Context: an optimization exercise on an open-source flow, tuned for small area. The choices shown serve that exercise and are no tape-out recipe.
Where RTL was checked, it was by simulation tests only, not by an equivalence proof against the original.
No driver is modelled on the clock port, so clock power and skew are understated where the tree is cut down; a real chip needs a root buffer or a tree.
No activity file was given, so power comes from the tool's default toggle rates.

==> flow/design.v (excerpt) <==
module Matrix_Calculator
    (input logic [7:0] data_in,
     input logic enter, sw,
     input logic [1:0] operation,
     input logic clk, rst,
     output logic [4:0] data_out,
     output logic finish, error,
     output logic [3:0] index);
Size in the first run: roughly 430 cells after synthesis, roughly 160 flip-flops.
clock: 10.0 ns
lec_check: 0
cap_margin: 20
core_margin: 2
core_utilization: 45
place_density: 0.85
slew_margin: 20
synth_hierarchical: 1
synth_minimum_keep_size: 0
standard.sh (not shown) runs the stock make flow with config.mk's settings and CLKGATE_MAP_FILE= SYNTH_SCRIPT=/design/flow/synth_recipe.tcl, a recipe that flattens the netlist after the stock synthesis.
==> flow/flow/run.sh <==
#!/bin/bash
# The standard layout with two changes: port buffers are buf_1, and the clock
# tree is built by manual_cts.tcl (a balanced two-level tree of clkbuf
# cells) instead of TritonCTS. Each tool's full output goes to the ORFS logs
# under orfs/logs; make's own output goes to make.log here.
set -euo pipefail
cd "$(dirname "$0")/.."

bash standard.sh \
  "BUFFER_PORTS_ARGS=-buffer_cell sky130_fd_sc_hd__buf_1" \
  "PRE_CTS_TCL=$PWD/flow/manual_cts.tcl" \
  finish > make.log 2>&1
Other scripts of this flow, unchanged in this note and not shown: flow/flow/manual_cts.tcl
Change:
--- a/flow/design.v
+++ b/flow/design.v
@@ -71,27 +71,35 @@
             end
             if (first_step)
                 first <= 1'b1;
             ready <= first;
         end
     end
     logic [3:0] ce;
     assign ce = c[4:1] + {3'd0, first};
-    logic row_end, rot_a;
-    assign row_end = busy & (&ce[1:0]) & k[1];
-    assign rot_a = row_end;
-    logic [7:0] sa [0:7];
-    logic en_a;
-    assign en_a = (accept & ~c[3]) | rot_a;
-    always_ff @(posedge clk) begin
-        if (en_a) begin
-            sa[0] <= done ? sa[7] : data_in;
-            for (int s = 1; s < 8; s++)
-                sa[s] <= sa[s - 1];
+    logic rot_a;
+    assign rot_a = elem & c[2] & ~c[1];
+    logic [7:0] pa [0:3];     
+    logic [7:0] qa [0:3];     
+    logic en_pa, en_qa;
+    assign en_pa = (accept & ~c[3] & ~c[0]) | rot_a;
+    assign en_qa = (accept & ~c[3] & c[0]) | rot_a;
+    always_ff @(posedge clk) begin
+        if (en_pa) begin
+            pa[0] <= done ? pa[3] : data_in;
+            pa[1] <= pa[0];
+            pa[2] <= pa[1];
+            pa[3] <= pa[2];
+        end
+        if (en_qa) begin
+            qa[0] <= done ? qa[3] : data_in;
+            qa[1] <= qa[0];
+            qa[2] <= qa[1];
+            qa[3] <= qa[2];
         end
     end
     logic [3:0] lb [0:3][0:3];
     logic [3:0] tap;
     assign tap = lb[0][3];
     genvar gj;
     generate
         for (gj = 0; gj < 4; gj++) begin : blane
@@ -105,34 +113,30 @@
                     lb[gj][1] <= lb[gj][0];
                     lb[gj][2] <= lb[gj][1];
                     lb[gj][3] <= lb[gj][2];
                 end
             end
         end
     endgenerate
     logic [3:0] ak [0:3];
-    assign ak[0] = sa[7][7:4];
-    assign ak[1] = sa[7][3:0];
-    assign ak[2] = sa[6][7:4];
-    assign ak[3] = sa[6][3:0];
+    assign ak[0] = pa[3][7:4];
+    assign ak[1] = pa[3][3:0];
+    assign ak[2] = qa[3][7:4];
+    assign ak[3] = qa[3][3:0];
     logic [3:0] xa, mx, my;
     logic [1:0] d;
     logic add_b, add_a;
-    logic [1:0] sel_a;
-    assign sel_a = mult ? k : ce[1:0];
-    assign xa = ak[{sel_a[1] & ~(row_end & k[0]), sel_a[0]}];
+    assign xa = ak[mult ? k : ce[1:0]];
     assign d = k - ce[3:2];
     assign add_b = ~mult & (d == 2'd0);
     assign add_a = ~mult & (d == 2'd1);
-    assign mx = {4{busy}} & ((mult | add_a) ? xa : {3'd0, add_b});
-    assign my = (mult | add_b) ? (tap ^ {4{sub}}) : {3'd0, add_a};
+    assign mx = {4{busy}} & (mult ? xa : add_a ? (xa ^ {4{sub}}) : {3'd0, add_b});
+    assign my = (mult | add_b) ? tap : {3'd0, add_a};
     logic [9:0] acc_n, res_n, mac_n;
-    logic sub_init;
-    assign sub_init = last ? &operation : sub;
     logic pp1;
     logic pp2;
     logic pp3;
     logic pp4;
     logic pp5;
     logic pp6;
     logic pp7;
     logic pp8;
@@ -222,23 +226,23 @@
     FullAdder fa50 (.a(s47), .b(c42), .c(c44), .s(s49), .co(c50));
     FullAdder fa52 (.a(acc_n[6]), .b(pp16), .c(c46), .s(s51), .co(c52));
     FullAdder fa54 (.a(s51), .b(c48), .c(c50), .s(s53), .co(c54));
     FullAdder fa56 (.a(acc_n[7]), .b(c52), .c(c54), .s(s55), .co(c56));
     InvHalfAdder ha58 (.a(acc_n[8]), .b(c56), .s(s57), .co(c58));
     assign s59 = ~(acc_n[9] ^ c58);
     assign mac_n = {s59, s57, s55, s53, s49, s43, s35, s27, s21, s17};
     always_ff @(posedge clk) begin
-        acc_n <= start ? {5'h1f, ~sub_init, 3'h7, ~sub_init} : mac_n;
+        acc_n <= start ? {5'h1f, ~(last ? &operation : sub), 4'hf} : mac_n;
         if (elem | first_step)
             res_n <= mac_n;
     end
     always_comb begin
         if (c[0])
-            data_out = ~res_n[4:0];
+            data_out = res_n[4:0] ^ {5{~sub}};
         else
             data_out = mult ? ~res_n[9:5] : 5'd0;
     end
 endmodule
 module FullAdder (input logic a, b, c, output logic s, co);
     assign s = a ^ b ^ c;
     assign co = (a & b) | (a & c) | (b & c);
 endmodule
The new run went through all stages and came out clean. Wire length came out higher by about 7%. Worst setup slack improved by 0.087 ns. Power came out lower by 1.9%. Synthesized area came out lower by about 0.6%. Design area stays flat.
Only the layout flow was run in the first run of this note; the RTL was not checked for function there. No run of this note takes its clock network from TritonCTS; it comes from the design's own scripts or RTL.

* * *

Matrix_Calculator, a different RTL version from the one above (not shown whole).
Size in the first run: ~430 cells after synthesis, roughly 160 flip-flops, about 25 I/O pins, roughly 6400 um^2 of cells after synthesis.
clock: 10.0 ns
lec_check: 0
cap_margin: 20
core_margin: 2
core_utilization: 45
place_density: 0.95
slew_margin: 20
synth_hierarchical: 1
synth_minimum_keep_size: 0
==> flow/flow/run.sh <==
#!/bin/bash
# The standard layout with three changes: port buffers are buf_1, repairs
# use buffers of at most drive 4 (small_buffers.tcl), and the clock
# tree is built by manual_cts.tcl (a balanced two-level tree of inverter
# cells) instead of TritonCTS. Each tool's full output goes to the ORFS logs
# under orfs/logs; make's own output goes to make.log here.
set -euo pipefail
cd "$(dirname "$0")/.."

bash standard.sh \
  "BUFFER_PORTS_ARGS=-buffer_cell sky130_fd_sc_hd__buf_1" \
  "PRE_CTS_TCL=$PWD/flow/manual_cts.tcl" \
  "PRE_GLOBAL_PLACE_TCL=$PWD/flow/small_buffers.tcl" \
  "PRE_RESIZE_TCL=$PWD/flow/small_buffers.tcl" \
  "PRE_GLOBAL_ROUTE_TCL=$PWD/flow/small_buffers.tcl" \
  finish > make.log 2>&1
Other scripts of this flow, unchanged in this note and not shown: flow/flow/manual_cts.tcl, flow/flow/small_buffers.tcl
The starting point ran to the end with no violations.
Then changed:
--- a/flow/design.v
+++ b/flow/design.v
@@ -68,41 +68,33 @@
                 k <= k + 2'd1;
                 if (k == 2'd3)
                     busy <= 1'b0;
             end
             if (first_step)
                 first <= 1'b1;
             ready <= first;
         end
     end
     logic [3:0] ce;
     assign ce = c[4:1] + {3'd0, first};
-    logic rot_a;
-    assign rot_a = elem & c[2] & ~c[1];
-    logic [7:0] pa [0:3];     
-    logic [7:0] qa [0:3];     
-    logic en_pa, en_qa;
-    assign en_pa = (accept & ~c[3] & ~c[0]) | rot_a;
-    assign en_qa = (accept & ~c[3] & c[0]) | rot_a;
-    always_ff @(posedge clk) begin
-        if (en_pa) begin
-            pa[0] <= done ? pa[3] : data_in;
-            pa[1] <= pa[0];
-            pa[2] <= pa[1];
-            pa[3] <= pa[2];
-        end
-        if (en_qa) begin
-            qa[0] <= done ? qa[3] : data_in;
-            qa[1] <= qa[0];
-            qa[2] <= qa[1];
-            qa[3] <= qa[2];
+    logic row_end, rot_a;
+    assign row_end = busy & (&ce[1:0]) & k[1];
+    assign rot_a = row_end;
+    logic [7:0] sa [0:7];
+    logic en_a;
+    assign en_a = (accept & ~c[3]) | rot_a;
+    always_ff @(posedge clk) begin
+        if (en_a) begin
+            sa[0] <= done ? sa[7] : data_in;
+            for (int s = 1; s < 8; s++)
+                sa[s] <= sa[s - 1];
         end
     end
     logic [3:0] lb [0:3][0:3];
     logic [3:0] tap;
     assign tap = lb[0][3];
     genvar gj;
     generate
         for (gj = 0; gj < 4; gj++) begin : blane
             logic en;
             logic [3:0] nib;
             assign nib = gj[0] ? data_in[3:0] : data_in[7:4];
@@ -110,30 +102,32 @@
             always_ff @(posedge clk) begin
                 if (en) begin
                     lb[gj][0] <= done ? lb[(gj + 1) % 4][3] : nib;
                     lb[gj][1] <= lb[gj][0];
                     lb[gj][2] <= lb[gj][1];
                     lb[gj][3] <= lb[gj][2];
                 end
             end
         end
     endgenerate
     logic [3:0] ak [0:3];
-    assign ak[0] = pa[3][7:4];
-    assign ak[1] = pa[3][3:0];
-    assign ak[2] = qa[3][7:4];
-    assign ak[3] = qa[3][3:0];
+    assign ak[0] = sa[7][7:4];
+    assign ak[1] = sa[7][3:0];
+    assign ak[2] = sa[6][7:4];
+    assign ak[3] = sa[6][3:0];
     logic [3:0] xa, mx, my;
     logic [1:0] d;
     logic add_b, add_a;
-    assign xa = ak[mult ? k : ce[1:0]];
+    logic [1:0] sel_a;
+    assign sel_a = mult ? k : ce[1:0];
+    assign xa = ak[{sel_a[1] & ~(row_end & k[0]), sel_a[0]}];
     assign d = k - ce[3:2];
     assign add_b = ~mult & (d == 2'd0);
     assign add_a = ~mult & (d == 2'd1);
     assign mx = {4{busy}} & ((mult | add_a) ? xa : {3'd0, add_b});
     assign my = (mult | add_b) ? (tap ^ {4{sub}}) : {3'd0, add_a};
     logic [9:0] acc_n, res_n, mac_n;
     logic sub_init;
     assign sub_init = last ? &operation : sub;
     logic pp1;
     logic pp2;
     logic pp3;
The new run finished clean. First-iteration DRC count falls by 14%. Fmax rises by 3.7%. Core utilization hardly moves. Sequential cell count stays the same. Power rises by 1.4%. Hold slack degrades by 3.7 ps. Die area rises by 1.4%. Final cell count falls by 0.47%. Wire length falls by 3.2%. Setup slack improves by 240 ps. Sequential power rises by about 2%. Sequential share of layout area falls by 0.57 points. Clock power is about the same. Critical path depth stays the same.
Function not checked in the second run of this note: the RTL went through the layout flow alone. No run of this note takes its clock network from TritonCTS; it comes from the design's own scripts or RTL.

static timing again, ports no longer ideal:
Ports are ideal in the flow. The routed layouts listed here were re-timed in OpenROAD.
Step 1: set_driving_cell puts a clkbuf_16 on clk and a buf_2 on each other input, an assumption about the parent block.
Step 2 times the ports against the registers' clock, not the clock port: input delays grow and output delays shrink by t, the midpoint of the rising clock arrivals with the driver on.
Slacks: no drivers / after step 1 / after step 2; pairs: no drivers / after step 1.
run	t, ns	setup slack, ns	hold WS [ns]	clock arrival spread, ns	worst register clock-pin slew, ns
the first run of note 1	0.425	3.633 / 3.633 / 3.633	0.382 / 0.382 / 0.382	0.041 / 0.040	0.10 / 0.10
the second run of note 1	0.434	3.721 / 3.721 / 3.721	0.379 / 0.379 / 0.379	0.047 / 0.046	0.10 / 0.10
the first run of note 2	0.244	3.387 / 3.387 / 3.387	0.417 / 0.417 / 0.417	0.022 / 0.022	0.10 / 0.10
the second run of note 2	0.240	3.625 / 3.625 / 3.625	0.413 / 0.413 / 0.413	0.022 / 0.022	0.10 / 0.10
After both steps setup and hold are still met in every run listed.
